From an optimization exercise on the open Yosys and OpenROAD flow, aimed at small area, a short achievable clock period and few clock cycles per item; shortcuts taken in it are not production practice. RTL that was checked went through simulation tests only; none was proved equivalent to the original.

// HitTest
module HitTest(
    input clk,
    input rst,
    input start,
    input rsel,
    input [15:0] x,
    input [15:0] y,
    input [15:0] notex,
    input [15:0] notey,
    input signed [15:0] indx,
    input signed [15:0] indy,
    output valJR,
    output valE,
    output valr,
    output valR,
    output reg ready
);
clock: 10.0 ns
lec_check: 0
cap_margin: 20
core_margin: 2
core_utilization: 60
cts_buf_list: sky130_fd_sc_hd__clkbuf_8
setup_slack_margin: 2.5
slew_margin: 20
synth_hierarchical: 1
synth_minimum_keep_size: 0
standard.sh (not shown) runs the stock make flow with config.mk's settings and CLKGATE_MAP_FILE= SYNTH_SCRIPT=/design/flow/synth_recipe.tcl, a recipe that flattens the netlist after the stock synthesis.
==> flow/flow/run.sh <==
#!/bin/bash
set -euo pipefail
B="BUFFER_PORTS_ARGS=-buffer_cell sky130_fd_sc_hd__buf_1"
R=orfs/results/sky130hd/HitTest/base
bash standard.sh "$B" floorplan > standard_floorplan.log 2>&1
cat > upsize.tcl <<EOT
read_liberty $FLOW_HOME/platforms/sky130hd/lib/sky130_fd_sc_hd__tt_025C_1v80.lib
read_db $R/2_floorplan.odb
set n 0
foreach inst [[ord::get_db_block] getInsts] {
  set name [\$inst getName]
  if {[[\$inst getMaster] getName] eq "sky130_fd_sc_hd__dfxtp_1" && [string match {n[ab][xy]*} \$name]} {
    replace_cell \$name sky130_fd_sc_hd__dfxtp_4
    incr n
  }
}
puts "upsized \$n registers"
write_db $R/2_floorplan.odb
EOT
openroad -no_init -exit upsize.tcl > upsize.log 2>&1
bash standard.sh "$B" finish > standard_finish.log 2>&1
The first run produced a clean layout.
Testbench counts at the start, summed over its fixed seeds: cycles 16,000, items 16,000.
Change:
Settings changed: CTS_BUF_LIST sky130_fd_sc_hd__clkbuf_8 to unset, SETUP_SLACK_MARGIN 2.5 to 2.
=> The new run went through all stages and came out clean. Clock-buffer cell count does not change. Worst hold slack gains 0.028 ns. Wire length increases by 0.35%. Non-clock buffer count stays the same. Maximum frequency rises by 0.38%. Flip-flop and latch count does not change. First-iteration DRC count falls by 6.3%. Worst setup slack gains 0.027 ns.
Change:
Settings changed: SETUP_SLACK_MARGIN 2 to 3.
After rerunning: Worst hold slack is about the same; setup slack improved by 0.13 ns; cell area rose by 3.3%; routed wire length grows by 2.4%.

* * *

Another version of the RTL of HitTest (not shown whole).
Size in the first run: ~1,800 cells after synthesis.
clock: 10.0 ns
lec_check: 0
cap_margin: 20
core_margin: 2
core_utilization: 75
setup_slack_margin: 3.5
slew_margin: 20
synth_hierarchical: 1
synth_minimum_keep_size: 0
==> flow/flow/run.sh <==
#!/bin/bash
# The standard layout, with the ports buffered by the smallest buffer
# (sky130_fd_sc_hd__buf_1) rather than the cell buffer_ports picks by itself;
# timing repair still resizes any port buffer on a critical path.
set -euo pipefail
bash standard.sh BUFFER_PORTS_ARGS="-buffer_cell sky130_fd_sc_hd__buf_1" finish > standard.log 2>&1
Rerun with:
--- a/flow/config.mk
+++ b/flow/config.mk
@@ -9,4 +9,4 @@
 export CORE_MARGIN = 2
-export CORE_UTILIZATION = 75
-export SETUP_SLACK_MARGIN = 3.5
+export CORE_UTILIZATION = 60
+export SETUP_SLACK_MARGIN = 3
 export SLEW_MARGIN = 20
Hold slack gains 0.014 ns.
Routed wire length barely changes.
Cell count came out higher by 2.2%.
Cell area hardly moves.
Clock-buffer cell count stays the same.
Global-route usage came out lower by 7.0 points.
Rerun with:
--- a/flow/config.mk
+++ b/flow/config.mk
@@ -10,3 +10,3 @@
 export CORE_UTILIZATION = 60
-export SETUP_SLACK_MARGIN = 3
+export SETUP_SLACK_MARGIN = 3.5
 export SLEW_MARGIN = 20
After rerunning: Via count decreases by 1.1%. Cell area hardly moves. Core utilization hardly moves. Routed wire length falls by 1.4%.
Rerun with:
==> flow/flow/run.sh (replaced) <==
#!/bin/bash
set -euo pipefail
B="BUFFER_PORTS_ARGS=-buffer_cell sky130_fd_sc_hd__buf_1"
R=orfs/results/sky130hd/HitTest/base
bash standard.sh "$B" place > standard_place.log 2>&1
cat > upsize.tcl <<EOT
read_liberty $FLOW_HOME/platforms/sky130hd/lib/sky130_fd_sc_hd__tt_025C_1v80.lib
read_db $R/3_place.odb
set n 0
foreach inst [[ord::get_db_block] getInsts] {
  set name [\$inst getName]
  if {[[\$inst getMaster] getName] eq "sky130_fd_sc_hd__dfxtp_1" && [string match {n[ab][xy]*} \$name]} {
    replace_cell \$name sky130_fd_sc_hd__dfxtp_4
    incr n
  }
}
puts "upsized \$n registers"
detailed_placement
check_placement -verbose
write_db $R/3_place.odb
EOT
openroad -no_init -exit upsize.tcl > upsize.log 2>&1
bash standard.sh "$B" finish > standard_finish.log 2>&1
--- a/flow/config.mk
+++ b/flow/config.mk
@@ -10,3 +10,3 @@
 export CORE_UTILIZATION = 60
-export SETUP_SLACK_MARGIN = 3.5
+export SETUP_SLACK_MARGIN = 2.5
 export SLEW_MARGIN = 20
Wire length went down by 1.8%.
Global-route usage shrinks by 0.61 points.
Worst hold slack is better by 0.0032 ns.
Non-clock buffer count falls by 84.
Rerun with:
==> flow/flow/run.sh (replaced) <==
#!/bin/bash
# The standard layout, with the ports buffered by the smallest buffer
# (sky130_fd_sc_hd__buf_1) rather than the cell buffer_ports picks by itself;
# timing repair still resizes any port buffer on a critical path.
set -euo pipefail
bash standard.sh BUFFER_PORTS_ARGS="-buffer_cell sky130_fd_sc_hd__buf_1" finish > standard.log 2>&1
Result:
- The new run went through all stages and came out clean
- final cell count stays the same
- die area stays the same
- flip-flop and latch count does not change
- routed wire length barely changes
- via count goes down by 0.40%
- synthesized area is unchanged
- core utilization decreases by 0.26 points
No functional check of the RTL was part of any run of this note.

[separate check: timing with driven ports]
Ports are ideal in the flow. The routed layouts listed here were re-timed in OpenROAD.
Step 1 sets driving cells, clkbuf_16 on the clock port and buf_2 on the other inputs (assumed; they add their load-dependent delay and slew).
Step 2, shift: input delay + t, output delay - t, t = (earliest + latest rising clock arrival at the registers) / 2. This alone moves slack from input paths to output paths.
Three values: no drivers, after step 1, after step 2; two values: the first two.
run	t (ns)	setup slack, ns	hold WS [ns]	worst data-port slew with drivers (ns)
the first run of note 1	0.401	2.850 / 2.809 / 3.210	1.734 / 1.715 / 2.116	0.10
the second run of note 1	0.382	2.877 / 2.831 / 3.213	1.762 / 1.738 / 2.120	0.09
the third run of note 1	0.383	3.002 / 2.955 / 3.337	1.762 / 1.737 / 2.119	0.09
the first run of note 2	0.377	3.068 / 3.025 / 3.402	1.763 / 1.747 / 2.124	0.09
the second run of note 2	0.384	3.007 / 2.961 / 3.345	1.777 / 1.754 / 2.138	0.09
the third run of note 2	0.383	3.045 / 2.998 / 3.380	1.770 / 1.747 / 2.129	0.09
the fourth run of note 2	0.385	2.851 / 2.806 / 3.191	1.773 / 1.751 / 2.136	0.09
the fifth run of note 2	0.386	2.744 / 2.698 / 3.083	1.771 / 1.748 / 2.133	0.10
After both steps setup and hold are still met in every run listed.
